What follows belongs to an exercise in optimizing a design on an open flow for small area and a short achievable clock period; a production flow would make more cautious choices.
At most, simulation tests tie the RTL to the original design; equivalence was not proved.
For runs 3 and 4, only the layout was checked, not whether the RTL still works.
Power is estimated from default activity; no workload was simulated.

$ cat flow/config.mk
export PLATFORM = sky130hd
export DESIGN_NAME = hw_cn119652311a_alu
export DESIGN_NICKNAME = hw_cn119652311a_alu
export VERILOG_FILES = /design/flow/design.v
export SDC_FILE = /design/flow/constraint.sdc
export NUM_CORES = 4
export LEC_CHECK = 0
export ABC_CLOCK_PERIOD_IN_PS = 4500
export CAP_MARGIN = 20
export CORE_MARGIN = 2
export CORE_UTILIZATION = 50
export SETUP_SLACK_MARGIN = 4.5
export SLEW_MARGIN = 20
$ cat flow/run.sh
#!/bin/bash
# synth_recipe.tcl (not shown) runs the flow's synth.tcl, then flattens the netlist and writes it again
# the make line also repeats each setting of config.mk as NAME=value (left out here)
make -C /OpenROAD-flow-scripts/flow DESIGN_CONFIG=/design/flow/config.mk WORK_HOME=/design/flow/orfs CLKGATE_MAP_FILE= SYNTH_SCRIPT=/design/flow/synth_recipe.tcl finish
$ cat flow/design.v
module hw_mul6x6 (
    input  [11:0] a,
    input  [11:0] b,
    input  [1:0]  comp,
    output [6:0]  pp_ll,    
    output [23:0] p
);
    function [1:0] tm;
        input [1:0] x, y;
        begin
            tm[0] = (x == 2'b01 && y == 2'b01) || (x == 2'b10 && y == 2'b10);
            tm[1] = (x == 2'b01 && y == 2'b10) || (x == 2'b10 && y == 2'b01);
        end
    endfunction
    function [1:0] tadd;
        input [1:0] x, y;
        reg [2:0] s;
        begin
            s = x + y;
            case (s)
                3'd0, 3'd3: tadd = 2'd0;
                3'd1, 3'd4: tadd = 2'd1;
                default:    tadd = 2'd2;
            endcase
        end
    endfunction
    function [6:0] blk;
        input [3:0] x, y;
        input [1:0] cm;
        reg [1:0] p0, t1, p1r, p1, y11, p2r, p2;
        reg c0, c1, c2;
        begin
            p0  = tm(x[1:0], y[1:0]);
            c0  = (x[1:0] == 2'b10) && (y[1:0] == 2'b10);
            t1  = tadd(tm(x[1:0], y[3:2]), tm(x[3:2], y[1:0]));
            p1r = tadd(t1, {1'b0, c0});
            c1  = c0 && (t1 == 2'b10);
            p1  = (cm == 2'b01) ? tadd(p1r, 2'b10) : p1r;
            y11 = tm(x[3:2], y[3:2]);
            p2r = tadd(y11, {1'b0, c1});
            c2  = c1 && (y11 == 2'b10);
            p2  = (cm == 2'b10) ? tadd(p2r, 2'b01) : p2r;
            blk = {c2, p2, p1, p0};
        end
    endfunction
    function [3:0] tfa3;
        input [1:0] x, y, z;
        reg [2:0] s;
        begin
            s = x + y + z;
            case (s)
                3'd0: tfa3 = {2'd0, 2'd0};
                3'd1: tfa3 = {2'd0, 2'd1};
                3'd2: tfa3 = {2'd0, 2'd2};
                3'd3: tfa3 = {2'd1, 2'd0};
                3'd4: tfa3 = {2'd1, 2'd1};
                3'd5: tfa3 = {2'd1, 2'd2};
                default: tfa3 = {2'd2, 2'd0};
            endcase
        end
    endfunction
    function [3:0] tha2;
        input [1:0] x, y;
        reg [2:0] s;
        begin
            s = x + y;
            case (s)
                3'd0: tha2 = {2'd0, 2'd0};
                3'd1: tha2 = {2'd0, 2'd1};
                3'd2: tha2 = {2'd0, 2'd2};
                3'd3: tha2 = {2'd1, 2'd0};
                default: tha2 = {2'd1, 2'd1};
            endcase
        end
    endfunction
    function tgen;    
        input [1:0] x, y;
        reg [2:0] s;
        begin
            s = x + y;
            tgen = (s >= 3'd3);
        end
    endfunction
    function tprop;   
        input [1:0] x, y;
        reg [2:0] s;
        begin
            s = x + y;
            tprop = (s == 3'd2);
        end
    endfunction
    function [1:0] tdig;   
        input [1:0] x, y;
        input c;
        reg [2:0] s;
        begin
            s = x + y + c;
            case (s)
                3'd0, 3'd3: tdig = 2'd0;
                3'd1, 3'd4: tdig = 2'd1;
                default:    tdig = 2'd2;
            endcase
        end
    endfunction
    wire [6:0] pp_lm, pp_lh, pp_ml, pp_mm, pp_mh, pp_hl, pp_hm, pp_hh;
    assign pp_ll = blk(a[3:0],  b[3:0],  comp);
    assign pp_lm = blk(a[3:0],  b[7:4],  comp);
    assign pp_lh = blk(a[3:0],  b[11:8], comp);
    assign pp_ml = blk(a[7:4],  b[3:0],  comp);
    assign pp_mm = blk(a[7:4],  b[7:4],  comp);
    assign pp_mh = blk(a[7:4],  b[11:8], comp);
    assign pp_hl = blk(a[11:8], b[3:0],  comp);
    assign pp_hm = blk(a[11:8], b[7:4],  comp);
    assign pp_hh = blk(a[11:8], b[11:8], comp);
    wire [1:0] hs1, hc2;
    assign {hc2, hs1} = tha2(pp_lm[1:0], pp_ml[1:0]);
    wire [1:0] ts3, tc4;
    assign {tc4, ts3} = tfa3(pp_lm[3:2], pp_ml[3:2], hc2);
    wire [1:0] ts5, tc6;
    assign {tc6, ts5} = tfa3(pp_lh[1:0], pp_mm[1:0], pp_hl[1:0]);
    wire [1:0] ts7, tc8;
    assign {tc8, ts7} = tfa3(pp_lm[5:4], pp_ml[5:4], ts5);
    wire [1:0] ts9, tc10;
    assign {tc10, ts9} = tfa3(pp_lh[3:2], pp_mm[3:2], pp_hl[3:2]);
    wire [1:0] ts11, tc12;
    assign {tc12, ts11} = tfa3({1'b0, pp_lm[6]}, {1'b0, pp_ml[6]}, tc6);
    wire [1:0] hs13, hc14;
    assign {hc14, hs13} = tha2(ts9, tc8);
    wire [1:0] ts15, tc16;
    assign {tc16, ts15} = tfa3(pp_mh[1:0], pp_hm[1:0], pp_lh[5:4]);
    wire [1:0] ts17, tc18;
    assign {tc18, ts17} = tfa3(pp_mm[5:4], pp_hl[5:4], tc10);
    wire [1:0] ts19, tc20;
    assign {tc20, ts19} = tfa3(tc12, ts15, hc14);
    wire [1:0] ts21, tc22;
    assign {tc22, ts21} = tfa3(pp_mh[3:2], pp_hm[3:2], {1'b0, pp_lh[6]});
    wire [1:0] ts23, tc24;
    assign {tc24, ts23} = tfa3({1'b0, pp_mm[6]}, {1'b0, pp_hl[6]}, tc16);
    wire [1:0] ts25, tc26;
    assign {tc26, ts25} = tfa3(ts21, tc18, ts23);
    wire [1:0] ts27, tc28;
    assign {tc28, ts27} = tfa3(pp_hh[1:0], pp_mh[5:4], pp_hm[5:4]);
    wire [1:0] ts29, tc30;
    assign {tc30, ts29} = tfa3(tc22, ts27, tc24);
    wire [1:0] ts31, tc32;
    assign {tc32, ts31} = tfa3(pp_hh[3:2], {1'b0, pp_mh[6]}, {1'b0, pp_hm[6]});
    wire [1:0] hs33, hc34;
    assign {hc34, hs33} = tha2(tc28, ts31);
    wire [1:0] hs35, hc36;
    assign {hc36, hs35} = tha2(pp_hh[5:4], tc32);
    wire [1:0] x0 = pp_ll[1:0], y0 = 2'b00;   
    wire g0 = tgen(x0, y0);
    wire q0 = tprop(x0, y0);
    wire [1:0] x1 = pp_ll[3:2], y1 = 2'b00;   
    wire g1 = tgen(x1, y1);
    wire q1 = tprop(x1, y1);
    wire [1:0] x2 = pp_ll[5:4], y2 = hs1;   
    wire g2 = tgen(x2, y2);
    wire q2 = tprop(x2, y2);
    wire [1:0] x3 = {1'b0, pp_ll[6]}, y3 = ts3;   
    wire g3 = tgen(x3, y3);
    wire q3 = tprop(x3, y3);
    wire [1:0] x4 = tc4, y4 = ts7;   
    wire g4 = tgen(x4, y4);
    wire q4 = tprop(x4, y4);
    wire [1:0] x5 = ts11, y5 = hs13;   
    wire g5 = tgen(x5, y5);
    wire q5 = tprop(x5, y5);
    wire [1:0] x6 = ts17, y6 = ts19;   
    wire g6 = tgen(x6, y6);
    wire q6 = tprop(x6, y6);
    wire [1:0] x7 = tc20, y7 = ts25;   
    wire g7 = tgen(x7, y7);
    wire q7 = tprop(x7, y7);
    wire [1:0] x8 = tc26, y8 = ts29;   
    wire g8 = tgen(x8, y8);
    wire q8 = tprop(x8, y8);
    wire [1:0] x9 = tc30, y9 = hs33;   
    wire g9 = tgen(x9, y9);
    wire q9 = tprop(x9, y9);
    wire [1:0] x10 = hc34, y10 = hs35;   
    wire g10 = tgen(x10, y10);
    wire q10 = tprop(x10, y10);
    wire [1:0] x11 = {1'b0, pp_hh[6]}, y11 = hc36;   
    wire g11 = tgen(x11, y11);
    wire q11 = tprop(x11, y11);
    wire G37 = g1 | (q1 & g0);
    wire P38 = q1 & q0;
    wire G39 = g3 | (q3 & g2);
    wire P40 = q3 & q2;
    wire G41 = g5 | (q5 & g4);
    wire P42 = q5 & q4;
    wire G43 = g7 | (q7 & g6);
    wire P44 = q7 & q6;
    wire G45 = g9 | (q9 & g8);
    wire P46 = q9 & q8;
    wire G47 = g11 | (q11 & g10);
    wire P48 = q11 & q10;
    wire G49 = g2 | (q2 & G37);
    wire P50 = q2 & P38;
    wire G51 = G39 | (P40 & G37);
    wire P52 = P40 & P38;
    wire G53 = g6 | (q6 & G41);
    wire P54 = q6 & P42;
    wire G55 = G43 | (P44 & G41);
    wire P56 = P44 & P42;
    wire G57 = g10 | (q10 & G45);
    wire P58 = q10 & P46;
    wire G59 = G47 | (P48 & G45);
    wire P60 = P48 & P46;
    wire G61 = g4 | (q4 & G51);
    wire P62 = q4 & P52;
    wire G63 = G41 | (P42 & G51);
    wire P64 = P42 & P52;
    wire G65 = G53 | (P54 & G51);
    wire P66 = P54 & P52;
    wire G67 = G55 | (P56 & G51);
    wire P68 = P56 & P52;
    wire G69 = g8 | (q8 & G67);
    wire P70 = q8 & P68;
    wire G71 = G45 | (P46 & G67);
    wire P72 = P46 & P68;
    wire G73 = G57 | (P58 & G67);
    wire P74 = P58 & P68;
    wire G75 = G59 | (P60 & G67);
    wire P76 = P60 & P68;
    wire cy0 = 1'b0;
    wire cy1 = g0;
    wire cy2 = G37;
    wire cy3 = G49;
    wire cy4 = G51;
    wire cy5 = G61;
    wire cy6 = G63;
    wire cy7 = G65;
    wire cy8 = G67;
    wire cy9 = G69;
    wire cy10 = G71;
    wire cy11 = G73;
    assign p[1:0] = tdig(x0, y0, cy0);
    assign p[3:2] = tdig(x1, y1, cy1);
    assign p[5:4] = tdig(x2, y2, cy2);
    assign p[7:6] = tdig(x3, y3, cy3);
    assign p[9:8] = tdig(x4, y4, cy4);
    assign p[11:10] = tdig(x5, y5, cy5);
    assign p[13:12] = tdig(x6, y6, cy6);
    assign p[15:14] = tdig(x7, y7, cy7);
    assign p[17:16] = tdig(x8, y8, cy8);
    assign p[19:18] = tdig(x9, y9, cy9);
    assign p[21:20] = tdig(x10, y10, cy10);
    assign p[23:22] = tdig(x11, y11, cy11);
endmodule
module hw_cn119652311a_alu (
    input         clk,
    input         rst_n,
    input         wr_en,
    input         rd_en,
    input  [11:0] addr,
    input  [31:0] wr_data,
    output reg [31:0] rd_data,
    output reg    irq
);
    function [1:0] f_inc;
        input [1:0] x;
        case (x)
            2'b00: f_inc = 2'b01;
            2'b01: f_inc = 2'b10;
            default: f_inc = 2'b00;
        endcase
    endfunction
    function [1:0] f_dec;
        input [1:0] x;
        case (x)
            2'b00: f_dec = 2'b10;
            2'b10: f_dec = 2'b01;
            default: f_dec = 2'b00;
        endcase
    endfunction
    function [1:0] f_tsum;
        input [1:0] x, y;
        case (x)
            2'b00: f_tsum = y;
            2'b01: f_tsum = f_inc(y);
            default: f_tsum = f_dec(y);
        endcase
    endfunction
    function f_carry;
        input [1:0] x, y;
        f_carry = (x == 2'b10 && (y == 2'b01 || y == 2'b10)) ||
                  (y == 2'b10 && (x == 2'b01 || x == 2'b10));
    endfunction
    reg [31:0] vdd_ctrl, vth_cfg, gate_op;
    reg [31:0] operand_a, operand_b, operand_c, operand_d;
    reg [31:0] alu_cmd, approx_cfg, comp_mode, irq_enable;
    reg [1:0]  gate_result;
    reg        irq_status;
    reg [23:0] wide_result;   
    reg [6:0]  alu_small;     
    reg        alu_wide;      
    wire [1:0] a0 = operand_a[1:0];
    wire [1:0] b0 = operand_b[1:0];
    wire [1:0] c0 = operand_c[1:0];
    wire [1:0] tsum_ab  = f_tsum(a0, b0);
    wire       carry_ab = f_carry(a0, b0);
    wire [1:0] tfa_sum  = f_tsum(tsum_ab, c0);
    wire       tfa_cy   = carry_ab | f_carry(tsum_ab, c0);
    wire [1:0] tmul_p;
    assign tmul_p[0] = (a0 == 2'b01 && b0 == 2'b01) || (a0 == 2'b10 && b0 == 2'b10);
    assign tmul_p[1] = (a0 == 2'b01 && b0 == 2'b10) || (a0 == 2'b10 && b0 == 2'b01);
    wire       tmul_cy = (a0 == 2'b10 && b0 == 2'b10);
    wire [6:0]  mul2;
    wire [23:0] mul6;
    hw_mul6x6 u_mul6x6 (.a(operand_a[11:0]), .b(operand_b[11:0]),
                        .comp(comp_mode[1:0]), .pp_ll(mul2), .p(mul6));
    reg [6:0] small_res;
    always @(*) begin
        case (wr_data[3:0])
            4'd1: small_res = {5'b0, tsum_ab};
            4'd2: small_res = {4'b0, carry_ab, tsum_ab};
            4'd3: small_res = {4'b0, tfa_cy, tfa_sum};
            4'd4: small_res = {4'b0, tmul_cy, tmul_p};
            4'd5: small_res = {5'b0, tmul_p};
            4'd6: small_res = mul2;
            default: small_res = 7'b0;
        endcase
    end
    reg [1:0] gate_res;
    always @(*) begin
        case (wr_data[7:4])
            4'h1: gate_res = f_inc(a0);
            4'h2: gate_res = f_dec(a0);
            4'h3: gate_res = (a0 == 2'b00) ? 2'b10 : 2'b00;                  
            4'h4: gate_res = (a0 == 2'b00 || a0 == 2'b01) ? 2'b10 : 2'b00;   
            default: gate_res = 2'b00;
        endcase
    end
    wire wr_top  = wr_en && addr[11:8] == 4'h0 && addr[1:0] == 2'b00;
    wire we_vdd  = wr_top && addr[7:2] == 6'h04;
    wire we_vth  = wr_top && addr[7:2] == 6'h05;
    wire we_gate = wr_top && addr[7:2] == 6'h08;
    wire we_a    = wr_top && addr[7:2] == 6'h10;
    wire we_b    = wr_top && addr[7:2] == 6'h11;
    wire we_c    = wr_top && addr[7:2] == 6'h12;
    wire we_d    = wr_top && addr[7:2] == 6'h13;
    wire we_cmd  = wr_top && addr[7:2] == 6'h20;
    wire we_apx  = wr_top && addr[7:2] == 6'h30;
    wire we_comp = wr_top && addr[7:2] == 6'h31;
    wire we_ien  = wr_en && addr == 12'h204;
    wire we_iclr = wr_en && addr == 12'h208;
    always @(posedge clk or negedge rst_n) begin
        if (!rst_n) begin
            vdd_ctrl    <= 32'd1000;
            vth_cfg     <= 32'h41281900;
            gate_op     <= 32'h0;
            operand_a   <= 32'h0;
            operand_b   <= 32'h0;
            operand_c   <= 32'h0;
            operand_d   <= 32'h0;
            alu_cmd     <= 32'h0;
            approx_cfg  <= 32'h0;
            comp_mode   <= 32'h0;
            irq_enable  <= 32'h0;
            gate_result <= 2'b0;
            irq_status  <= 1'b0;
            irq         <= 1'b0;
            wide_result <= 24'h0;
            alu_small   <= 7'h0;
            alu_wide    <= 1'b0;
        end else begin
            if (we_vdd)  vdd_ctrl   <= wr_data;
            if (we_vth)  vth_cfg    <= wr_data;
            if (we_a)    operand_a  <= wr_data;
            if (we_b)    operand_b  <= wr_data;
            if (we_c)    operand_c  <= wr_data;
            if (we_d)    operand_d  <= wr_data;
            if (we_apx)  approx_cfg <= wr_data;
            if (we_comp) comp_mode  <= wr_data;
            if (we_ien)  irq_enable <= wr_data;
            if (we_gate) begin
                gate_op     <= wr_data;
                gate_result <= gate_res;
            end
            if (we_cmd) begin
                alu_cmd  <= wr_data;
                alu_wide <= (wr_data[3:0] == 4'd7);
                if (wr_data[3:0] == 4'd7)
                    wide_result <= mul6;
                else
                    alu_small <= small_res;
            end
            if (we_cmd && irq_enable[0])
                irq_status <= 1'b1;
            else if (we_iclr && wr_data[0])
                irq_status <= 1'b0;
            if (!irq_status)
                irq <= 1'b0;
            else if (we_cmd && irq_enable[0])
                irq <= 1'b1;
        end
    end
    always @(*) begin
        rd_data = 32'h0;
        if (rd_en) begin
            case (addr)
                12'h000: rd_data = 32'h48570001;
                12'h004: rd_data = 32'h000001FF;
                12'h010: rd_data = vdd_ctrl;
                12'h014: rd_data = vth_cfg;
                12'h020: rd_data = gate_op;
                12'h024: rd_data = {30'b0, gate_result};
                12'h028: rd_data = 32'h00000001;
                12'h040: rd_data = operand_a;
                12'h044: rd_data = operand_b;
                12'h048: rd_data = operand_c;
                12'h04C: rd_data = operand_d;
                12'h080: rd_data = alu_cmd;
                12'h084: rd_data = 32'h00000001;
                12'h088: rd_data = alu_wide ? {8'b0, wide_result} : {25'b0, alu_small};
                12'h090: rd_data = {30'b0, wide_result[1:0]};
                12'h094: rd_data = {30'b0, wide_result[3:2]};
                12'h098: rd_data = {30'b0, wide_result[5:4]};
                12'h09C: rd_data = {30'b0, wide_result[7:6]};
                12'h0A0: rd_data = {30'b0, wide_result[9:8]};
                12'h0A4: rd_data = {30'b0, wide_result[11:10]};
                12'h0A8: rd_data = {30'b0, wide_result[13:12]};
                12'h0AC: rd_data = {30'b0, wide_result[15:14]};
                12'h0B0: rd_data = {30'b0, wide_result[17:16]};
                12'h0B4: rd_data = {30'b0, wide_result[19:18]};
                12'h0B8: rd_data = {30'b0, wide_result[21:20]};
                12'h0BC: rd_data = {30'b0, wide_result[23:22]};
                12'h0C0: rd_data = approx_cfg;
                12'h0C4: rd_data = comp_mode;
                12'h200: rd_data = {31'b0, irq_status};
                12'h204: rd_data = irq_enable;
                default: rd_data = 32'h0;
            endcase
        end
    end
endmodule
$ cat flow/constraint.sdc
create_clock -name core_clock -period 10.0 [get_ports {clk}]
set_input_delay 2.0000 -clock core_clock [delete_from_list [all_inputs] [get_ports {clk}]]
set_output_delay 2.0000 -clock core_clock [all_outputs]
set_load 0.01 [all_outputs]
==> impl_metrics.py, run 1 <==
metrics = {
    "run_status": {
        "status": "finished clean",
    },
    "min_path": {
        "min-delay-start": "irq_enable[4]",
        "hold-path-cell-count": 2,
        "holdPathEnd": "irq_enable[4]",
        "min_path_type": "reg -> reg",
    },
    "grt": {
        "grt_usage": 0.327,
        "antenna_found_initial": 2,
        "grt_max_degree": 105,
        "grt_pass1_wl_um": 124000,
        "first_global_vias": 19900,
        "grt_remaining_overflow": 0,
    },
    "power_and_ir_drop": {
        "p_per_area_nw_per_um2": 109,
        "p_int_mw": 2.60,
        "seqPwrFrac": 0.470,
        "p_comb_frac": 0.046,
        "p_sw_uw": 761,
        "switching_share": 0.226,
        "peakVddDrop_mv": 0.160,
        "power_frac_clock": 0.484,
        "p_leak_nw": 14.1,
    },
    "setup_path": {
        "critPathCaptureType": "register",
        "crit_slowest_cell": "fa_2",
        "arrival_ns": 9.09,
        "worstSetupPathType": "reg -> reg",
        "ff2ff_setup_slack_ns": 1.38,
        "crit_family": "adder cells",
        "r2r_start": "operand_a[0]",
        "setup.worst_path.start_class": "register",
        "crit_buf_inv": 5,
        "r2r_cells": 37,
        "critPathRequiredTime_ns": 10.48,
        "r2r_end": "wide_result[21]",
        "crit_path_max_incr_delay_ns": 0.63,
        "crit_fanout": 4,
    },
    "synthesis": {
        "netlist_instances": 2197,
        "netlist_area_sq_um": 24300,
        "ys_seq_area_frac": 0.401,
        "synth_cell_types": 78,
        "synth-edff-count": 0,
        "syn_area_per_cell_sq_um": 11.1,
        "async_flop_share": 1.00,
        "ys_ff_latch": 388,
        "synth_flop_cell": "dfrtp_1",
        "yosys_warnings": 2,
    },
    "die": {
        "coreArea_sq_um": 47800,
        "num_rows": 80,
        "io_pins": 81,
        "die_w_um": 224,
        "fp.dieArea_sq_um": 50300,
        "floorplan.initialDensity": 0.507,
        "die_y_um": 224,
    },
    "timing": {
        "fin_skew_ns": 0.0116,
        "tns_ns": 0,
        "post-route-period-util": 0.862,
        "hold_viol_final": 0,
        "grt_setup_unrepaired": "true",
        "fin_crit_ns": 8.62,
        "final_max_slew_viol_count": 0,
        "timing.fmax_ghz": 0.116,
        "timing.slew.headroom": 0.173,
        "setup_viol": 0,
        "tightest_slew_ns": 1.24,
    },
    "placed_design": {
        "post-place-cells": 2767,
        "place.gp.congestion": 0.955,
        "portBuffers": 80,
        "dpl.hpwl_um": 50500,
        "dpl_cell_area_sq_um": 26100,
    },
    "route": {
        "drt_wl_total_um": 83000,
        "ant_nets": 0,
        "routed_via_density": 6.42,
        "drtPass1Iterations": 6,
        "drtIter0Drc": 1835,
        "wl_per_cell_um": 27.2,
        "drc": 0,
        "vias": 19600,
    },
    "clocking": {
        "numCtsBuffers": 42,
        "htreeDepth": 2,
        "holdBufCountCts": 0,
        "clk_pin_slew_ns": 0.06,
        "cts_tree": "built",
        "cts_root_buf": "clkbuf_16",
        "cts_buffer_depth": 3,
        "insertion_delay_ns": 0.56,
        "cts.sinks": 388,
    },
    "layout": {
        "layoutNonFillerInstCount": 3051,
        "final_util": 0.643,
        "final_common_cell": "dfrtp_1",
        "drive_gt1_frac": 0.426,
        "final_cell_mix": "353 x dfrtp_1, 294 x mux2_2, 173 x buf_4, 118 x nand2_1, 75 x o21ai_0",
        "finalNetCount": 2612,
        "filler_cell_count": 3735,
        "final_cell_area_sq_um": 30800,
        "syn2layout_area_growth_pct": 26.7,
    },
    "job": {
        "drv_cap": 0,
    },
}
## sequential cells by signal, summed over array words and instances (netlist names)
signal and flops:
alu_wide 1, operand_c 32, wide_result 24, gate_result 2, operand_b 32, irq_status 1
alu_small 7, operand_a 32, gate_op 32, vdd_ctrl 32, irq_enable 32, irq 1
vth_cfg 32, approx_cfg 32, alu_cmd 32, comp_mode 32, operand_d 32
## how the worst max path moves through the flow
stage                 startpoint         endpoint  slack, ns  cells past startpoint
global placement    operand_b[1]  wide_result[21]       0.86                     42
floorplan           operand_a[0]  wide_result[21]       1.32                     39
finish              operand_a[0]  wide_result[21]       1.38                     37
detailed placement  operand_b[1]  wide_result[21]       0.63                     42
global route        operand_a[2]  wide_result[21]       1.10                     41
CTS                 operand_a[0]  wide_result[21]       1.44                     37
## synth_stat cells (all sizes together) (11+ instances only)
library cell / n / area share
and2: 33 / 0.0085
a22oi: 54 / 0.017
ha: 113 / 0.058
a21oi: 68 / 0.014
a22o: 44 / 0.016
nor3: 27 / 0.0060
nand3: 22 / 0.0045
mux2: 353 / 0.17
o21ai: 98 / 0.020
a21o: 17 / 0.0053
fa: 48 / 0.040
and3: 23 / 0.0059
o31ai: 11 / 0.0034
dfstp: 13 / 0.014
clkbuf: 107 / 0.017
a221oi: 28 / 0.010
o22ai: 40 / 0.010
nand2b: 35 / 0.0090
xor2: 17 / 0.0061
a31oi: 34 / 0.0088
xnor2: 50 / 0.018
buf: 60 / 0.014
nor2: 81 / 0.013
nor3b: 11 / 0.0036
inv: 53 / 0.0082
nor2b: 33 / 0.0085
a222oi: 49 / 0.020
dfrtp: 375 / 0.39
nand2: 136 / 0.022
mux2i: 40 / 0.016
## layer usage
layer | track usage | wire (um)
met5 | 0 | 13
met2 | 0.545 | 39700
met1 | 0.418 | 33100
met4 | 0.150 | 4080
met3 | 0.0533 | 6040
## metrics by stage
stage	total power [mW]	hold slack, ns	setup slack [ns]
after floorplan	1.66	0.442	1.32
after detailed placement	1.74	0.470	0.628
after global placement	1.74	0.461	0.856
after CTS	3.36	0.484	1.44
final	3.36	0.481	1.38
after global routing	3.45	0.512	1.10
## power groups by stage
stage	Combinational [mW]	Sequential [mW]	Clock, mW
after floorplan	0.0544	1.61	0
after global placement	0.129	1.61	0
after detailed placement	0.131	1.61	0
after CTS	0.146	1.58	1.63
after global routing	0.164	1.58	1.71
final	0.153	1.58	1.63
## cell type report
cell class | instances | area, sq um | share of cell area
Clock inverter | 11 | 161 | 0.00525
Sequential cell | 388 | 9750 | 0.317
Timing Repair Buffer | 325 | 3100 | 0.101
Antenna cell | 2 | 5.00 | 0.000163
Tap cell | 615 | 769 | 0.0250
Inverter | 53 | 206 | 0.00671
Clock buffer | 64 | 1260 | 0.0411
Multi-Input combinational cell | 1593 | 15500 | 0.504
## worst reg2reg max path: cells and delay by family (launching register included)
kind / cells / cell delay, ns
buffers and inverters: 5 / 0.28
AND/OR/NAND/NOR: 5 / 0.98
adder cells (fa/ha/maj): 14 / 4.64
AO/OA/AOI/OAI: 10 / 1.46
multiplexers: 2 / 0.59
XOR/XNOR: 1 / 0.15
flip-flops: 1 / 0.43
## timing repair
item,CTS,global route
setup buffers,157,41
resized for setup,424,126
cloned,9,0
pin swaps,81,82
endpoints found under the setup margin,149,50
## cell families after synthesis
| group | share of synthesized area |
|---|---|
| simple gates | 0.103 |
| compound gates | 0.147 |
| buf+inv | 0.0391 |
| fa+ha+maj | 0.0978 |
| xor+xnor | 0.0242 |
| flops | 0.401 |
| mux | 0.189 |
==> inputs of run 2 (changes only) <==
==> flow/config.mk (replaced) <==
export PLATFORM = sky130hd
export DESIGN_NAME = hw_cn119652311a_alu
export DESIGN_NICKNAME = hw_cn119652311a_alu
export VERILOG_FILES = /design/flow/design.v
export SDC_FILE = /design/flow/constraint.sdc
export NUM_CORES = 4
export LEC_CHECK = 0
export CAP_MARGIN = 20
export CORE_MARGIN = 2
export CORE_UTILIZATION = 40
export SLEW_MARGIN = 20
==> run 2 against run 1 <==
- still clean
- sequential share of layout area rose by 4.1 points
- synthesized cell count did not move
- count of clock-buffer cells in the layout fell by 11
- critical endpoint unchanged
- sequential power barely moved
- clock skew fell by 0.00054 ns
- critical path depth rose by 1
==> impl_metrics.py, run 2 <==
metrics = {
    "route": {
        "drtPass1Iterations": 6,
        "wl_met2_um": 36600,
        "vias": 18400,
        "routed_via_density": 6.09,
        "highest_layer": "met5",
        "wl_per_cell_um": 25.3,
        "drt_wl_total_um": 76500,
        "drt-met1-wl_um": 33000,
        "ant_nets": 0,
        "dr_wl_met3_um": 4430,
        "drtIter0Drc": 1558,
        "drc": 0,
    },
    "timing": {
        "fin_crit_ns": 9.49,
        "setup_viol": 0,
        "timing.fmax_ghz": 0.105,
        "hold_viol_final": 0,
        "timing.slew.headroom": 0.216,
        "final_max_slew_viol_count": 0,
        "worst_slack_ns": 0.509,
        "post-route-period-util": 0.949,
        "tightest_slew_ns": 1.17,
        "fin_skew_ns": 0.0111,
    },
    "layout": {
        "drive_gt1_frac": 0.240,
        "filler_cell_count": 5656,
        "final_cell_area_sq_um": 27200,
        "finalNetCount": 2421,
        "syn2layout_area_growth_pct": 12.0,
        "ff_latch_area_sq_um": 9730,
        "multi_input_area_sq_um": 13700,
        "final_common_cell": "dfrtp_1",
        "final_cell_mix": "374 x dfrtp_1, 297 x mux2_2, 125 x nand2_1, 111 x ha_1, 97 x o21ai_0",
        "final_util": 0.452,
    },
    "synthesis": {
        "ys_seq_area_frac": 0.401,
        "async_flop_share": 1.00,
        "synth_flop_cell": "dfrtp_1",
        "yosys_warnings": 2,
        "ys_ff_latch": 388,
        "synth-edff-count": 0,
        "netlist_area_sq_um": 24300,
        "yosysTopAreaCell": "dfrtp_1",
        "synth.top_cells.by_count": "375 x dfrtp_1, 297 x mux2_2, 133 x nand2_1",
        "yosysTopAreaCellShare": 0.386,
        "synth_cell_types": 78,
        "netlist_top_cells_area": "dfrtp_1 39%, mux2_2 14%, ha_1 5.8%",
        "yosysMostFrequentCell": "dfrtp_1",
        "netlist_instances": 2197,
        "syn_area_per_cell_sq_um": 11.1,
    },
    "grt": {
        "antenna_found_initial": 2,
        "first_global_vias": 18800,
        "grt_max_degree": 82,
        "grt_usage": 0.242,
        "grt_pass1_wl_um": 116000,
        "grt_remaining_overflow": 0,
    },
    "setup_path": {
        "critPathRequiredTime_ns": 10.45,
        "setup.worst_path.start_class": "register",
        "worstSetupPathType": "reg -> reg",
        "arrival_ns": 9.95,
        "crit_slowest_cell": "fa_1",
        "ff2ff_setup_slack_ns": 0.51,
        "crit_buf_inv": 5,
        "crit_start": "operand_a[0]",
        "r2r_start": "operand_a[0]",
        "crit_path_max_incr_delay_ns": 0.60,
        "critPathCaptureType": "register",
        "crit_family": "adder cells",
        "crit_fanout": 12,
    },
    "clocking": {
        "htreeDepth": 2,
        "cts_tree": "built",
        "numCtsBuffers": 40,
        "holdBufCountCts": 0,
        "cts.sinks": 388,
        "cts_buffer_depth": 3,
        "clk_pin_slew_ns": 0.06,
        "cts_root_buf": "clkbuf_16",
        "insertion_delay_ns": 0.55,
    },
    "power_and_ir_drop": {
        "p_leak_nw": 12.6,
        "peakVddDrop_mv": 0.147,
        "p_per_area_nw_per_um2": 118,
        "finalPower_mw": 3.21,
    },
    "job": {
        "drv_cap": 0,
    },
    "die": {
        "io_pins": 81,
        "num_rows": 90,
        "die_w_um": 250,
        "die_y_um": 250,
        "floorplan.initialDensity": 0.404,
        "coreArea_sq_um": 60100,
        "fp.dieArea_sq_um": 62700,
    },
    "placed_design": {
        "place.gp.congestion": 0.922,
        "dpl.hpwl_um": 52600,
        "post-place-ws_ns": 0.143,
        "dpl_cell_area_sq_um": 25800,
        "portBuffers": 80,
    },
    "min_path": {
        "min-delay-start": "approx_cfg[4]",
        "min_path_type": "reg -> reg",
    },
    "run_status": {
        "status": "finished clean",
    },
}
-- run 2: layout make-up --
class,instances,share of cell area
clock buffer,53,0.0412
multi-input combinational,1589,0.505
sequential,388,0.358
clock inverter,17,0.00607
inverter,53,0.00732
antenna,1,0.0000920
tap,782,0.0360
timing repair buffer,140,0.0462
-- run 2: cell families (layout without fill, tap and decap cells) --
family,count (synthesis),count (layout),share of synthesized area
muxes,393,393,0.189
AOI/OAI and AO/OA,506,506,0.147
adders and majority gates,161,161,0.0978
and+or+nand+nor,462,462,0.103
xor gates and xnor gates,67,67,0.0242
DFF,388,388,0.401
buffers and inverters,220,263,0.0391
other,0,1,0
-- run 2: through the flow --
stage | setup TNS, ns | hold slack, ns | instances
after global placement | 0 | 0.459 | 2950
after CTS | 0 | 0.485 | 3020
after floorplan | 0 | 0.442 | 2197
final | 0 | 0.487 | 3023
after detailed placement | 0 | 0.470 | 2950
after global routing | -0.0125 | 0.508 | 3022
-- run 2: final timing paths --
check	cells after the start	to
min in group asynchronous	1	irq_enable[20]
hold reg to reg	2	approx_cfg[4]
hold / removal	2	approx_cfg[4]
max in group asynchronous	3	gate_op[1]
setup reg to reg	38	wide_result[21]
setup / recovery	38	wide_result[21]
-- run 2: worst min-delay path: stages (launching register included) --
cell,delay (ns)
dfrtp_1,0.35
nand2_1,0.05
o21ai_0,0.06
-- run 2: routing by layer --
layer | vias up | GRT usage
li1 | 8173 | -
met1 | 9482 | 0.319
met2 | 611 | 0.409
met3 | 146 | 0.0323
met4 | 2 | 0.0796
met5 | - | 0
-- run 2: report_power, final --
group / internal (mW) / switching [mW] / leakage (nW) / total (mW)
registers: 1.58 / 0.00395 / 5.37 / 1.58
clock network: 0.865 / 0.632 / 0.639 / 1.50
logic: 0.0372 / 0.0916 / 6.58 / 0.129
total: 2.48 / 0.728 / 12.6 / 3.21
-- run 2: what timing repair did --
item / in CTS / in global routing
resized for setup: 0 / 11
setup buffers: 0 / 2
setup endpoints to repair: 0 / 8
==> inputs of run 3 (changes only) <==
--- a/flow/design.v
+++ b/flow/design.v
@@ -12,18 +12,6 @@
             tm[1] = (x == 2'b01 && y == 2'b10) || (x == 2'b10 && y == 2'b01);
         end
     endfunction
-    function [1:0] tadd;
-        input [1:0] x, y;
-        reg [2:0] s;
-        begin
-            s = x + y;
-            case (s)
-                3'd0, 3'd3: tadd = 2'd0;
-                3'd1, 3'd4: tadd = 2'd1;
-                default:    tadd = 2'd2;
-            endcase
-        end
-    endfunction
     function [6:0] blk;
         input [3:0] x, y;
         input [1:0] cm;
@@ -43,64 +31,43 @@
             blk = {c2, p2, p1, p0};
         end
     endfunction
-    function [3:0] tfa3;
-        input [1:0] x, y, z;
-        reg [2:0] s;
+    function [1:0] tadd;
+        input [1:0] x, y;
+        reg x0, y0;
         begin
-            s = x + y + z;
-            case (s)
-                3'd0: tfa3 = {2'd0, 2'd0};
-                3'd1: tfa3 = {2'd0, 2'd1};
-                3'd2: tfa3 = {2'd0, 2'd2};
-                3'd3: tfa3 = {2'd1, 2'd0};
-                3'd4: tfa3 = {2'd1, 2'd1};
-                3'd5: tfa3 = {2'd1, 2'd2};
-                default: tfa3 = {2'd2, 2'd0};
-            endcase
+            x0 = ~x[0] & ~x[1];
+            y0 = ~y[0] & ~y[1];
+            tadd[0] = (x0 & y[0]) | (x[0] & y0) | (x[1] & y[1]);
+            tadd[1] = (x0 & y[1]) | (x[1] & y0) | (x[0] & y[0]);
         end
     endfunction
-    function [3:0] tha2;
+    function tgen;
         input [1:0] x, y;
-        reg [2:0] s;
-        begin
-            s = x + y;
-            case (s)
-                3'd0: tha2 = {2'd0, 2'd0};
-                3'd1: tha2 = {2'd0, 2'd1};
-                3'd2: tha2 = {2'd0, 2'd2};
-                3'd3: tha2 = {2'd1, 2'd0};
-                default: tha2 = {2'd1, 2'd1};
-            endcase
-        end
+        tgen = (x[0] & y[1]) | (x[1] & y[0]) | (x[1] & y[1]);
     endfunction
-    function tgen;    
+    function tprop;
         input [1:0] x, y;
-        reg [2:0] s;
-        begin
-            s = x + y;
-            tgen = (s >= 3'd3);
-        end
+        tprop = (x[0] & y[0]) | (x[1] & ~y[0] & ~y[1]) | (y[1] & ~x[0] & ~x[1]);
     endfunction
-    function tprop;   
+    function [3:0] tha2;
         input [1:0] x, y;
-        reg [2:0] s;
+        tha2 = {1'b0, tgen(x, y), tadd(x, y)};
+    endfunction
+    function [3:0] tfa3;
+        input [1:0] x, y, z;
+        reg [1:0] u;
+        reg cu, cz;
         begin
-            s = x + y;
-            tprop = (s == 3'd2);
+            u  = tadd(x, y);
+            cu = tgen(x, y);
+            cz = tgen(u, z);
+            tfa3 = {cu & cz, cu ^ cz, tadd(u, z)};
         end
     endfunction
-    function [1:0] tdig;   
+    function [1:0] tdig;
         input [1:0] x, y;
         input c;
-        reg [2:0] s;
-        begin
-            s = x + y + c;
-            case (s)
-                3'd0, 3'd3: tdig = 2'd0;
-                3'd1, 3'd4: tdig = 2'd1;
-                default:    tdig = 2'd2;
-            endcase
-        end
+        tdig = tadd(tadd(x, y), {1'b0, c});
     endfunction
     wire [6:0] pp_lm, pp_lh, pp_ml, pp_mm, pp_mh, pp_hl, pp_hm, pp_hh;
     assign pp_ll = blk(a[3:0],  b[3:0],  comp);
--- a/flow/config.mk
+++ b/flow/config.mk
@@ -5,7 +5,8 @@
 export SDC_FILE = /design/flow/constraint.sdc
 export NUM_CORES = 4
 export LEC_CHECK = 0
+export ABC_AREA = 1
 export CAP_MARGIN = 20
 export CORE_MARGIN = 2
-export CORE_UTILIZATION = 40
+export CORE_UTILIZATION = 50
 export SLEW_MARGIN = 20
==> run 3 against run 2 <==
- first-iteration DRC count increased by 21%
- sequential cell count did not move
- still clean on timing, DRC and antenna
- synthesized cell count is 40% higher
- clock skew rose by 0.0016 ns
==> impl_metrics.py, run 3 <==
metrics = {
    "grt": {
        "antenna_found_initial": 0,
        "first_global_vias": 21200,
        "grt_pass1_wl_um": 121000,
        "grt_remaining_overflow": 0,
        "grt_max_degree": 149,
        "grt_usage": 0.331,
    },
    "timing": {
        "timing.slew.headroom": 0.320,
        "setup_viol": 0,
        "final_max_slew_viol_count": 0,
        "grt_setup_unrepaired": "false",
        "timing.fmax_ghz": 0.119,
        "hold_viol_final": 0,
        "post-route-period-util": 0.843,
        "tightest_slew_ns": 1.02,
        "fin_skew_ns": 0.0127,
        "fin_crit_ns": 8.43,
        "tns_ns": 0,
    },
    "synthesis": {
        "yosys_warnings": 2,
        "netlist_top_cells_area": "dfrtp_1 41%, nand2_1 15%, o21ai_0 9.6%",
        "synth_cell_types": 65,
        "synth-edff-count": 0,
        "ys_seq_area_frac": 0.426,
        "synthMuxAreaShare": 0.000493,
        "yosysTopAreaCell": "dfrtp_1",
        "syn_area_per_cell_sq_um": 7.41,
        "netlist_instances": 3082,
        "yosys.area_share.adder": 0.0252,
        "synth_flop_cell": "dfrtp_1",
        "synth_top_family_by_area": "simple AND/OR/NAND/NOR gates",
        "yosysTopAreaCellShare": 0.411,
        "synth_simple_gate_area_frac": 0.255,
        "ys_ff_latch": 388,
        "synth-compound-area-share": 0.211,
        "async_flop_share": 1.00,
        "yosysMostFrequentCell": "nand2_1",
        "synth_xor_area_frac": 0.000383,
        "netlist_area_sq_um": 22800,
        "synth.top_cells.by_count": "933 x nand2_1, 438 x o21ai_0, 375 x dfrtp_1",
    },
    "power_and_ir_drop": {
        "finalPower_mw": 3.30,
        "peakVddDrop_mv": 0.129,
        "p_leak_nw": 11.7,
        "p_per_area_nw_per_um2": 129,
    },
    "clocking": {
        "numCtsBuffers": 42,
        "cts_root_buf": "clkbuf_16",
        "post_cts_buffers": 0,
        "post_cts_resized": 0,
        "cts_buffer_depth": 3,
        "insertion_delay_ns": 0.56,
        "cts_tree": "built",
        "holdBufCountCts": 0,
        "htreeDepth": 2,
        "cts.sinks": 388,
        "clk_pin_slew_ns": 0.06,
    },
    "setup_path": {
        "arrival_ns": 6.43,
        "crit_family": "simple AND/OR/NAND/NOR gates",
        "crit_fanout": 11,
        "crit_start": "addr[11]",
        "critPathRequiredTime_ns": 8.00,
        "crit_buf_inv": 7,
        "r2r_start": "operand_b[0]",
        "crit_slowest_cell": "clkdlybuf4s50_1",
        "worstSetupPathType": "in -> out",
        "critPathCaptureType": "output port",
        "setup.worst_path.start_class": "input pin",
        "path_cells": "clkdlybuf4s50_1 -> nor2_1 -> inv_1 -> nor3_1 -> inv_1 -> nor2_1 -> inv_1 -> nor2_1 -> inv_1 -> nor2_1 -> buf_4 -> a21oi_1 -> a31oi_1 -> clkdlybuf4s50_1",
        "crit_path_max_incr_delay_ns": 0.61,
    },
    "die": {
        "io_pins": 81,
        "fp.dieArea_sq_um": 47400,
        "coreArea_sq_um": 45300,
        "die_y_um": 218,
        "num_rows": 78,
        "floorplan.initialDensity": 0.505,
        "die_w_um": 218,
    },
    "layout": {
        "drive_gt1_frac": 0.0837,
        "final_common_cell": "nand2_1",
        "syn2layout_area_growth_pct": 11.8,
        "final_cell_mix": "924 x nand2_1, 438 x o21ai_0, 375 x dfrtp_1, 282 x inv_1, 161 x nor2_1",
        "filler_cell_count": 4332,
        "finalNetCount": 3180,
        "final_util": 0.564,
    },
    "placed_design": {
        "portBuffers": 80,
        "place.gp.congestion": 0.945,
        "dpl.hpwl_um": 53000,
    },
    "min_path": {
        "min-delay-start": "alu_small[1]",
        "min_path_type": "reg -> reg",
    },
    "route": {
        "drc": 0,
        "ant_nets": 0,
        "drtPass1Iterations": 6,
        "drt_wl_total_um": 78200,
        "routed_via_density": 5.89,
        "vias": 21900,
        "wl_per_cell_um": 21.0,
        "drtIter0Drc": 1878,
    },
    "job": {
        "drv_cap": 0,
    },
    "run_status": {
        "status": "finished clean",
    },
}
==> run 3: changes by cell type after synthesis, moves of 67 or more <==
| cell | before | now |
|---|---|---|
| mux2_2 | 297 | 1 |
| inv_1 | 53 | 283 |
| nand2_1 | 133 | 933 |
| ha_1 | 113 | 46 |
| o21ai_0 | 97 | 438 |
| nor2_1 | 77 | 171 |
| nand3_1 | 22 | 127 |
==> run 3: path summary, 6_finish.rpt <==
path                                   end  slack, ns  cells past startpoint
setup / recovery               rd_data[20]       1.57                     14
hold / removal                alu_small[1]       0.48                      2
setup reg to reg           wide_result[23]       4.02                     31
hold reg to reg               alu_small[1]       0.48                      2
max in group asynchronous    operand_d[15]       7.27                      2
min in group asynchronous      gate_op[29]       1.42                      1
==> run 3: worst min-delay path, cell delays in order, from the launching register on <==
cell and delay [ns]:
dfrtp_1 0.35, nand2_1 0.05, nand2_1 0.05
==> run 3: power by group <==
part	internal (mW)	switching [mW]
logic	0.0294	0.0872
registers	1.58	0.00400
clock network	0.948	0.659
==> run 3: logic make-up after synthesis <==
kind of cell | count (synthesis)
AO/OA/AOI/OAI | 798
XOR/XNOR | 1
adder cells (fa/ha/maj) | 46
buffers and inverters | 469
flip-flops | 388
multiplexers | 1
other | 2
AND/OR/NAND/NOR | 1377
==> run 3: area by class of cell <==
class                      count  area (sq um)  area share
tap                          600           751      0.0294
clock inverter                15           185     0.00725
timing repair buffer         112          1070      0.0417
clock buffer                  61          1240      0.0487
inverter                     311          1170      0.0457
multi-input combinational   2231         11400       0.447
sequential                   388          9730       0.381
antenna                        1          2.50   0.0000979
==> run 3: metrics by stage <==
step                cells  hold slack, ns  instance area, sq um  worst slack (ns)
floorplan            3088           0.442                 22900              3.68
global placement     3642           0.466                 24100              1.74
detailed placement   3642           0.464                 24100              1.68
CTS                  3718           0.485                 25500              1.63
global route         3718           0.500                 25500              1.40
finish               3719           0.485                 25600              1.57
==> run 3: layer usage <==
metal	vias up	routed length, um	GRT usage	part of all wire
li1	10300	-	-	-
met1	10600	32600	0.430	0.42
met2	859	37300	0.561	0.48
met3	159	5060	0.0384	0.065
met4	0	3210	0.140	0.041
met5	-	0	0	0
==> inputs of run 4 (changes only) <==
--- a/flow/config.mk
+++ b/flow/config.mk
@@ -9,4 +9,5 @@
 export CAP_MARGIN = 20
 export CORE_MARGIN = 2
 export CORE_UTILIZATION = 50
+export SETUP_SLACK_MARGIN = 4.2
 export SLEW_MARGIN = 20
==> run 4 against run 3 <==
- first-iteration DRC count rose by 40%
- via count rose by 5.3%
- utilization rose by 5.1 points
- clock power barely moved
- die area did not move
==> impl_metrics.py, run 4 <==
metrics = {
    "grt": {
        "grt_usage": 0.351,
        "grt_max_degree": 169,
        "grt_remaining_overflow": 0,
        "antenna_found_initial": 0,
        "first_global_vias": 21600,
        "grt_pass1_wl_um": 127000,
    },
    "timing": {
        "fin_skew_ns": 0.0136,
        "tns_ns": 0,
        "timing.fmax_ghz": 0.158,
        "tightest_slew_ns": 1.07,
        "timing.slew.headroom": 0.289,
        "whs_ns": 0.483,
        "setup_viol": 0,
        "grt_setup_unrepaired": "true",
        "post-route-period-util": 0.632,
        "fin_crit_ns": 6.32,
        "hold_viol_final": 0,
        "worst_slack_ns": 3.68,
        "final_max_slew_viol_count": 0,
    },
    "synthesis": {
        "ys_ff_latch": 388,
        "yosys_warnings": 2,
        "netlist_top_cells_area": "dfrtp_1 41%, nand2_1 15%, o21ai_0 9.6%",
        "yosysTopAreaCellShare": 0.411,
        "yosysTopAreaCell": "dfrtp_1",
        "synth_flop_cell": "dfrtp_1",
        "synth_cell_types": 65,
        "synth-compound-area-share": 0.211,
        "syn_area_per_cell_sq_um": 7.41,
        "synth.top_cells.by_count": "933 x nand2_1, 438 x o21ai_0, 375 x dfrtp_1",
        "synth_xor_area_frac": 0.000383,
        "async_flop_share": 1.00,
        "netlist_instances": 3082,
        "synthMuxAreaShare": 0.000493,
        "yosysMostFrequentCell": "nand2_1",
        "synth_top_family_by_area": "simple AND/OR/NAND/NOR gates",
        "synth_simple_gate_area_frac": 0.255,
        "yosys.area_share.adder": 0.0252,
        "netlist_area_sq_um": 22800,
        "ys_seq_area_frac": 0.426,
        "synth-edff-count": 0,
    },
    "setup_path": {
        "worstSetupPathType": "in -> out",
        "r2r_cells": 31,
        "r2r_start": "operand_a[1]",
        "critPathRequiredTime_ns": 8.00,
        "setup.worst_path.start_class": "input pin",
        "crit_start": "addr[10]",
        "crit_fanout": 5,
        "critPathCaptureType": "output port",
        "arrival_ns": 4.32,
    },
    "layout": {
        "final_util": 0.615,
        "n_antenna_cell": 0,
        "drive_gt1_frac": 0.177,
        "layoutNonFillerInstCount": 3850,
        "final_cell_area_sq_um": 27900,
        "final_cell_mix": "915 x nand2_1, 433 x o21ai_0, 375 x dfrtp_1, 248 x inv_1, 137 x nor2_1",
        "finalNetCount": 3313,
        "final_common_cell": "nand2_1",
        "syn2layout_area_growth_pct": 21.9,
    },
    "placed_design": {
        "dpl.hpwl_um": 52800,
        "place.gp.congestion": 0.972,
        "post-place-ws_ns": 1.96,
        "portBuffers": 80,
        "dpl_cell_area_sq_um": 24100,
        "post-place-cells": 3639,
    },
    "min_path": {
        "min-delay-start": "alu_cmd[25]",
        "min_path_type": "reg -> reg",
        "hold-path-cell-count": 2,
    },
    "die": {
        "io_pins": 81,
        "fp.dieArea_sq_um": 47400,
        "floorplan.initialDensity": 0.505,
        "coreArea_sq_um": 45300,
        "num_rows": 78,
        "die_y_um": 218,
        "die_w_um": 218,
    },
    "route": {
        "drt_wl_total_um": 85800,
        "wl_per_cell_um": 22.3,
        "drtIter0Drc": 2628,
        "ant_nets": 0,
        "drc": 0,
        "drtPass1Iterations": 6,
        "routed_via_density": 5.99,
        "vias": 23100,
    },
    "power_and_ir_drop": {
        "peakVddDrop_mv": 0.169,
        "p_per_area_nw_per_um2": 119,
        "p_leak_nw": 12.8,
        "finalPower_mw": 3.31,
    },
    "clocking": {
        "cts_buffer_depth": 3,
        "htreeDepth": 2,
        "clk_pin_slew_ns": 0.06,
        "numCtsBuffers": 40,
        "cts_tree": "built",
        "holdBufCountCts": 0,
        "cts_root_buf": "clkbuf_16",
        "insertion_delay_ns": 0.56,
        "cts.sinks": 388,
    },
    "run_status": {
        "status": "finished clean",
    },
    "job": {
        "drv_cap": 0,
    },
}
run 4: changes by cell type in the layout (fill, tap and decap cells not counted), sizes merged, moves of 3 or more:
cell,previous run,this run
clkdlybuf4s50,79,35
clkinvlp,2,7
bufinv,3,6
buf,33,205
inv,308,302
run 4: critical path, stage by stage:
cell and delay, ns:
buf_6 0.09, nor2_4 0.09, inv_2 0.05, nor3_4 0.22, inv_4 0.11, nor2_4 0.25
inv_2 0.10, nor2_4 0.15, inv_2 0.06, nand4_1 0.17, a2111oi_4 0.06, nand3_2 0.10
o41ai_4 0.08, buf_4 0.18, buf_6 0.13, buf_12 0.14, a41oi_2 0.17, buf_2 0.17
run 4: where the power goes:
part | internal, mW | total, mW | switching (mW)
Clock | 0.948 | 1.60 | 0.650
Sequential | 1.58 | 1.58 | 0.00411
Combinational | 0.0351 | 0.132 | 0.0969
run 4: final timing paths:
| check | to | slack [ns] |
|---|---|---|
| min | alu_cmd[25] | 0.48 |
| max in group asynchronous | wide_result[19] | 6.36 |
| min in group asynchronous | operand_b[28] | 1.46 |
| max | rd_data[5] | 3.68 |
| min reg2reg | alu_cmd[25] | 0.48 |
| max reg2reg | wide_result[23] | 4.69 |
run 4: logic make-up (layout without fill, tap and decap cells):
| kind of cell | after synthesis | after routing |
|---|---|---|
| adders and majority gates | 46 | 46 |
| AOI/OAI and AO/OA | 798 | 798 |
| xor gates and xnor gates | 1 | 1 |
| other | 2 | 8 |
| muxes | 1 | 1 |
| and+or+nand+nor | 1377 | 1378 |
| DFF | 388 | 388 |
| buffers and inverters | 469 | 630 |
run 4: area by class of cell:
class / instances / area (sq um)
Clock buffer: 55 / 1130
Clock inverter: 18 / 258
Fill cell: 3998 / 17400
Inverter: 311 / 1210
Multi-Input combinational cell: 2232 / 12200
Sequential cell: 388 / 9730
Tap cell: 600 / 751
Timing Repair Buffer: 246 / 2580
run 4: layer usage:
| metal | share of wire | wire [um] | GRT usage | up-vias |
|---|---|---|---|---|
| met1 | 0.40 | 34400 | 0.450 | 11100 |
| met4 | 0.059 | 5080 | 0.179 | 0 |
| met2 | 0.46 | 39800 | 0.581 | 1110 |
| met5 | 0 | 0 | 0 | - |
| met3 | 0.076 | 6550 | 0.0515 | 292 |
| li1 | - | - | - | 10600 |
run 4: timing repair:
action | in CTS | in global routing
endpoints found under the setup margin | 32 | 39
pin swaps | 36 | 48
gates resized for setup | 326 | 134
buffers inserted | 89 | 37
cloned | 8 | 4
==> inputs of run 5 (changes only) <==
--- a/flow/design.v
+++ b/flow/design.v
@@ -31,6 +31,19 @@
             blk = {c2, p2, p1, p0};
         end
     endfunction
+    function [4:0] t2oh;
+        input [1:0] x, y;
+        reg x0, y0;
+        begin
+            x0 = ~x[0] & ~x[1];
+            y0 = ~y[0] & ~y[1];
+            t2oh[0] = x0 & y0;
+            t2oh[1] = (x0 & y[0]) | (x[0] & y0);
+            t2oh[2] = (x0 & y[1]) | (x[0] & y[0]) | (x[1] & y0);
+            t2oh[3] = (x[0] & y[1]) | (x[1] & y[0]);
+            t2oh[4] = x[1] & y[1];
+        end
+    endfunction
     function [1:0] tadd;
         input [1:0] x, y;
         reg x0, y0;
@@ -55,19 +68,32 @@
     endfunction
     function [3:0] tfa3;
         input [1:0] x, y, z;
-        reg [1:0] u;
-        reg cu, cz;
+        reg [4:0] u;
+        reg z0, ge3, eq6;
         begin
-            u  = tadd(x, y);
-            cu = tgen(x, y);
-            cz = tgen(u, z);
-            tfa3 = {cu & cz, cu ^ cz, tadd(u, z)};
+            u   = t2oh(x, y);
+            z0  = ~z[0] & ~z[1];
+            tfa3[0] = (u[1] & z0) | (u[0] & z[0]) | (u[4] & z0) | (u[3] & z[0]) | (u[2] & z[1]);
+            tfa3[1] = (u[2] & z0) | (u[1] & z[0]) | (u[0] & z[1]) | (u[4] & z[0]) | (u[3] & z[1]);
+            ge3 = u[3] | u[4] | (u[2] & (z[0] | z[1])) | (u[1] & z[1]);
+            eq6 = u[4] & z[1];
+            tfa3[2] = ge3 & ~eq6;
+            tfa3[3] = eq6;
         end
     endfunction
     function [1:0] tdig;
         input [1:0] x, y;
         input c;
-        tdig = tadd(tadd(x, y), {1'b0, c});
+        reg [4:0] u;
+        reg m0, m1, m2;
+        begin
+            u  = t2oh(x, y);
+            m0 = u[0] | u[3];
+            m1 = u[1] | u[4];
+            m2 = u[2];
+            tdig[0] = c ? m0 : m1;
+            tdig[1] = c ? m1 : m2;
+        end
     endfunction
     wire [6:0] pp_lm, pp_lh, pp_ml, pp_mm, pp_mh, pp_hl, pp_hm, pp_hh;
     assign pp_ll = blk(a[3:0],  b[3:0],  comp);
@@ -364,42 +390,38 @@
                 irq <= 1'b1;
         end
     end
-    always @(*) begin
-        rd_data = 32'h0;
-        if (rd_en) begin
-            case (addr)
-                12'h000: rd_data = 32'h48570001;
-                12'h004: rd_data = 32'h000001FF;
-                12'h010: rd_data = vdd_ctrl;
-                12'h014: rd_data = vth_cfg;
-                12'h020: rd_data = gate_op;
-                12'h024: rd_data = {30'b0, gate_result};
-                12'h028: rd_data = 32'h00000001;
-                12'h040: rd_data = operand_a;
-                12'h044: rd_data = operand_b;
-                12'h048: rd_data = operand_c;
-                12'h04C: rd_data = operand_d;
-                12'h080: rd_data = alu_cmd;
-                12'h084: rd_data = 32'h00000001;
-                12'h088: rd_data = alu_wide ? {8'b0, wide_result} : {25'b0, alu_small};
-                12'h090: rd_data = {30'b0, wide_result[1:0]};
-                12'h094: rd_data = {30'b0, wide_result[3:2]};
-                12'h098: rd_data = {30'b0, wide_result[5:4]};
-                12'h09C: rd_data = {30'b0, wide_result[7:6]};
-                12'h0A0: rd_data = {30'b0, wide_result[9:8]};
-                12'h0A4: rd_data = {30'b0, wide_result[11:10]};
-                12'h0A8: rd_data = {30'b0, wide_result[13:12]};
-                12'h0AC: rd_data = {30'b0, wide_result[15:14]};
-                12'h0B0: rd_data = {30'b0, wide_result[17:16]};
-                12'h0B4: rd_data = {30'b0, wide_result[19:18]};
-                12'h0B8: rd_data = {30'b0, wide_result[21:20]};
-                12'h0BC: rd_data = {30'b0, wide_result[23:22]};
-                12'h0C0: rd_data = approx_cfg;
-                12'h0C4: rd_data = comp_mode;
-                12'h200: rd_data = {31'b0, irq_status};
-                12'h204: rd_data = irq_enable;
-                default: rd_data = 32'h0;
-            endcase
+    wire rd_ok  = rd_en & ~addr[11] & ~addr[10] & ~addr[1] & ~addr[0];
+    wire rd_lo  = rd_ok & ~addr[9] & ~addr[8];
+    wire [7:0] sh;    
+    wire [7:0] sl;    
+    genvar gi;
+    generate
+        for (gi = 0; gi < 8; gi = gi + 1) begin : g_dec
+            assign sh[gi] = rd_lo & (addr[7:5] == gi);
+            assign sl[gi] = (addr[4:2] == gi);
         end
+    endgenerate
+    wire sel_irq = rd_ok & addr[9] & ~addr[8] & (addr[7:4] == 4'h0);
+    wire [31:0] grp0 = ({32{sl[0]}} & 32'h48570001) | ({32{sl[1]}} & 32'h000001FF) |
+                       ({32{sl[4]}} & vdd_ctrl) | ({32{sl[5]}} & vth_cfg);
+    wire [31:0] grp1 = ({32{sl[0]}} & gate_op) | ({32{sl[1]}} & {30'b0, gate_result}) |
+                       ({32{sl[2]}} & 32'h00000001);
+    wire [31:0] grp2 = ({32{sl[0]}} & operand_a) | ({32{sl[1]}} & operand_b) |
+                       ({32{sl[2]}} & operand_c) | ({32{sl[3]}} & operand_d);
+    wire [31:0] alu_res = alu_wide ? {8'b0, wide_result} : {25'b0, alu_small};
+    wire [1:0] wide_lo = ({2{sl[4]}} & wide_result[1:0]) | ({2{sl[5]}} & wide_result[3:2]) |
+                         ({2{sl[6]}} & wide_result[5:4]) | ({2{sl[7]}} & wide_result[7:6]);
+    wire [31:0] grp4 = ({32{sl[0]}} & alu_cmd) | ({32{sl[1]}} & 32'h00000001) |
+                       ({32{sl[2]}} & alu_res) | {30'b0, wide_lo};
+    wire [1:0] grp5 = ({2{sl[0]}} & wide_result[9:8])   | ({2{sl[1]}} & wide_result[11:10]) |
+                      ({2{sl[2]}} & wide_result[13:12]) | ({2{sl[3]}} & wide_result[15:14]) |
+                      ({2{sl[4]}} & wide_result[17:16]) | ({2{sl[5]}} & wide_result[19:18]) |
+                      ({2{sl[6]}} & wide_result[21:20]) | ({2{sl[7]}} & wide_result[23:22]);
+    wire [31:0] grp6 = ({32{sl[0]}} & approx_cfg) | ({32{sl[1]}} & comp_mode);
+    wire [31:0] grpi = ({32{sl[0]}} & {31'b0, irq_status}) | ({32{sl[1]}} & irq_enable);
+    always @(*) begin
+        rd_data = ({32{sh[0]}} & grp0) | ({32{sh[1]}} & grp1) | ({32{sh[2]}} & grp2) |
+                  ({32{sh[4]}} & grp4) | ({32{sh[5]}} & {30'b0, grp5}) |
+                  ({32{sh[6]}} & grp6) | ({32{sel_irq}} & grpi);
     end
 endmodule
--- a/flow/config.mk
+++ b/flow/config.mk
@@ -9,5 +9,7 @@
 export CAP_MARGIN = 20
 export CORE_MARGIN = 2
 export CORE_UTILIZATION = 50
-export SETUP_SLACK_MARGIN = 4.2
+export CTS_BUF_LIST = sky130_fd_sc_hd__clkbuf_4
+export CTS_CLUSTER_SIZE = 20
+export SETUP_SLACK_MARGIN = 4.5
 export SLEW_MARGIN = 20
==> run 5 against run 4 <==
- sequential power barely moved
- combinational power rose by about 30%
- first-iteration DRC count fell by 19%
- critical path type unchanged
- critical endpoint is now rd_data[17]
- largest cell class unchanged
- largest power group is now sequential cells
==> impl_metrics.py, run 5 <==
metrics = {
    "route": {
        "drt_wl_total_um": 81800,
        "ant_nets": 0,
        "drtPass1Iterations": 6,
        "drc": 0,
        "vias": 22800,
        "drtIter0Drc": 2121,
        "routed_via_density": 5.87,
        "wl_per_cell_um": 21.1,
    },
    "grt": {
        "grtUsageMet3": 0.0669,
        "grt_usage": 0.348,
        "grt_max_degree": 112,
        "grt_pass1_wl_um": 125000,
        "antenna_found_initial": 4,
        "grt_remaining_overflow": 0,
        "first_global_vias": 21800,
        "use_met2": 0.562,
        "grt-busiest-layer": "met2",
        "grt_util_met1": 0.448,
    },
    "clocking": {
        "cts.sinks": 388,
        "holdBufCountCts": 0,
        "htreeDepth": 3,
        "cts_buffer_depth": 3,
        "cts_tree": "built",
        "insertion_delay_ns": 0.88,
        "clk_pin_slew_ns": 0.06,
        "numCtsBuffers": 105,
        "cts_root_buf": "clkbuf_4",
    },
    "die": {
        "num_rows": 77,
        "die_w_um": 215,
        "io_pins": 81,
        "fp.dieArea_sq_um": 46300,
        "die_y_um": 215,
        "floorplan.initialDensity": 0.506,
        "coreArea_sq_um": 44100,
    },
    "setup_path": {
        "critPathRequiredTime_ns": 8.00,
        "worstSetupPathType": "in -> out",
        "setup.worst_path.start_class": "input pin",
        "r2r_start": "operand_a[9]",
        "r2r_end": "wide_result[23]",
        "ff2ff_setup_slack_ns": 5.39,
        "r2r_cells": 28,
        "critPathCaptureType": "output port",
        "crit_fanout": 6,
        "arrival_ns": 4.06,
    },
    "timing": {
        "tns_ns": 0,
        "fin_crit_ns": 6.06,
        "final_max_slew_viol_count": 0,
        "tightest_slew_ns": 0.923,
        "timing.slew.headroom": 0.385,
        "grt_setup_unrepaired": "true",
        "timing.fmax_ghz": 0.165,
        "hold_viol_final": 0,
        "fin_skew_ns": 0.0878,
        "setup_viol": 0,
        "post-route-period-util": 0.606,
    },
    "synthesis": {
        "ys_ff_latch": 388,
        "synth.top_cells.by_count": "970 x nand2_1, 459 x o21ai_0, 375 x dfrtp_1",
        "synth-edff-count": 0,
        "netlist_instances": 3045,
        "synth_cell_types": 59,
        "syn_area_per_cell_sq_um": 7.33,
        "synth_flop_cell": "dfrtp_1",
        "yosys_warnings": 2,
        "yosysMostFrequentCell": "nand2_1",
        "yosysTopAreaCell": "dfrtp_1",
        "ys_seq_area_frac": 0.436,
        "netlist_top_cells_area": "dfrtp_1 42%, nand2_1 16%, o21ai_0 10%",
        "async_flop_share": 1.00,
        "yosysTopAreaCellShare": 0.421,
        "netlist_area_sq_um": 22300,
    },
    "layout": {
        "layoutNonFillerInstCount": 3884,
        "final_common_cell": "nand2_1",
        "finalNetCount": 3275,
        "syn2layout_area_growth_pct": 19.3,
        "filler_cell_count": 4030,
        "drive_gt1_frac": 0.171,
        "final_cell_area_sq_um": 26600,
        "final_cell_mix": "955 x nand2_1, 448 x o21ai_0, 375 x dfrtp_1, 228 x inv_1, 179 x clkbuf_4",
    },
    "placed_design": {
        "place.gp.congestion": 0.983,
        "dpl.hpwl_um": 51900,
        "post-place-cells": 3584,
        "dpl_cell_area_sq_um": 23600,
        "portBuffers": 80,
    },
    "min_path": {
        "holdPathEnd": "operand_a[25]",
        "hold-path-cell-count": 2,
        "min-delay-start": "operand_a[25]",
        "min_path_type": "reg -> reg",
    },
    "power_and_ir_drop": {
        "p_per_area_nw_per_um2": 122,
        "p_leak_nw": 12.5,
        "peakVddDrop_mv": 0.108,
    },
    "job": {
        "drv_cap": 0,
    },
    "run_status": {
        "status": "finished clean",
    },
}
[run 5: cell count changes after synthesis, sizes merged, moves of 12 or more]
cell	before	now
a21oi	60	40
a221oi	66	30
a22oi	3	27
a31oi	17	1
ha	46	22
inv	306	262
nand2	974	991
nand3	143	160
nand4	26	48
nor2	196	172
o22ai	68	80
[run 5: how the worst max path moves through the flow]
stage,start,endpoint,slack [ns],cells after the start
4_1_cts,addr[10],rd_data[10],3.96,16
3_3_place_gp,addr[2],rd_data[1],2.15,11
2_1_floorplan,addr[11],rd_data[13],4.50,14
3_5_place_dp,addr[2],rd_data[1],2.15,11
6_report,addr[10],rd_data[17],3.94,16
5_1_grt,addr[10],rd_data[17],3.91,16
[run 5: cell type report]
| cell class | count | area, sq um | area share |
|---|---|---|---|
| flip-flops and latches | 388 | 9730 | 0.365 |
| clock buffers | 178 | 1340 | 0.0502 |
| well taps | 592 | 741 | 0.0278 |
| multi-input cells | 2231 | 11500 | 0.433 |
| inverters | 266 | 1030 | 0.0386 |
| clock inverters | 14 | 95.1 | 0.00357 |
| repair buffers | 213 | 2160 | 0.0813 |
| diodes | 2 | 5.00 | 0.000188 |
[run 5: timing repair]
item	CTS	global route
gates cloned	7	4
gates resized for setup	296	57
endpoints found under the setup margin	32	32
pin swaps	39	33
buffers inserted	72	23
[run 5: cell families (layout without fill, tap and decap cells)]
| group | count (synthesis) | in the layout | share of synthesized area |
|---|---|---|---|
| flops | 388 | 388 | 0.436 |
| xor+xnor | 2 | 2 | 0.000785 |
| mux | 1 | 1 | 0.000505 |
| fa+ha+maj | 22 | 22 | 0.0123 |
| compound gates | 791 | 791 | 0.214 |
| buf+inv | 433 | 671 | 0.0742 |
| simple gates | 1406 | 1409 | 0.262 |
| other cells | 2 | 8 | 0.000337 |
[run 5: report_power, final]
group	internal (mW)	leakage (nW)	switching [mW]	total, mW
registers	1.58	5.30	0.00390	1.58
clock network	0.821	0.867	0.679	1.50
logic	0.0483	6.37	0.124	0.172
[run 5: critical path, cell delays in order]
cell and delay [ns]:
buf_8 0.10, nor2_4 0.09, inv_2 0.04, nor2_4 0.18, inv_2 0.08, nor2_4 0.12, nand2_4 0.10, inv_6 0.09
nand2_8 0.06, nor3_4 0.29, clkinvlp_4 0.26, clkbuf_16 0.24, o21ai_2 0.12, a221oi_1 0.06, nand4_1 0.08, buf_2 0.14
[run 5: through the flow]
stage               power (mW)  setup WS, ns  hold WS (ns)   util
floorplan                 1.66          4.50         0.442      -
global placement          1.75          2.15         0.465  0.534
detailed placement        1.75          2.15         0.466  0.534
CTS                       3.26          3.96         0.488  0.593
global route              3.38          3.91         0.498  0.603
finish                    3.25          3.94         0.485  0.603
[run 5: metal layers]
layer | up-vias | part of all wire | wire [um]
met1 | 10900 | 0.41 | 33500
met5 | - | 0.00033 | 27
met2 | 1036 | 0.46 | 37700
met3 | 227 | 0.081 | 6630
li1 | 10600 | - | -
met4 | 4 | 0.048 | 3960

-- re-timing with driven ports --
Ports are ideal in the flow. The routed layouts listed here were re-timed in OpenROAD. Step 1: set_driving_cell puts a clkbuf_16 on clk and a buf_2 on each other input, an assumption about the parent block. Step 2 adds t to the input delays and takes it off the output delays; t is the mean of the earliest and latest rising clock arrival at the registers after step 1. Input paths then give back, and output paths get back, about the clock's delay inside the block. Three values: no drivers, after step 1, after step 2; two values: the first two.
run	t (ns)	setup slack, ns	pins driven straight from the clock port
run 1	0.617	1.383 / 1.383 / 1.383	1
run 2	0.595	0.509 / 0.509 / 0.509	1
run 3	0.607	1.566 / 1.541 / 1.541	1
run 4	0.609	3.678 / 3.641 / 3.641	1
run 5	0.887	3.938 / 3.897 / 3.897	1
After both steps setup and hold are still met in every run listed. The setup slack of run 5, which loses most, moves by -0.041 ns with the drivers and by -0.041 ns with both steps.
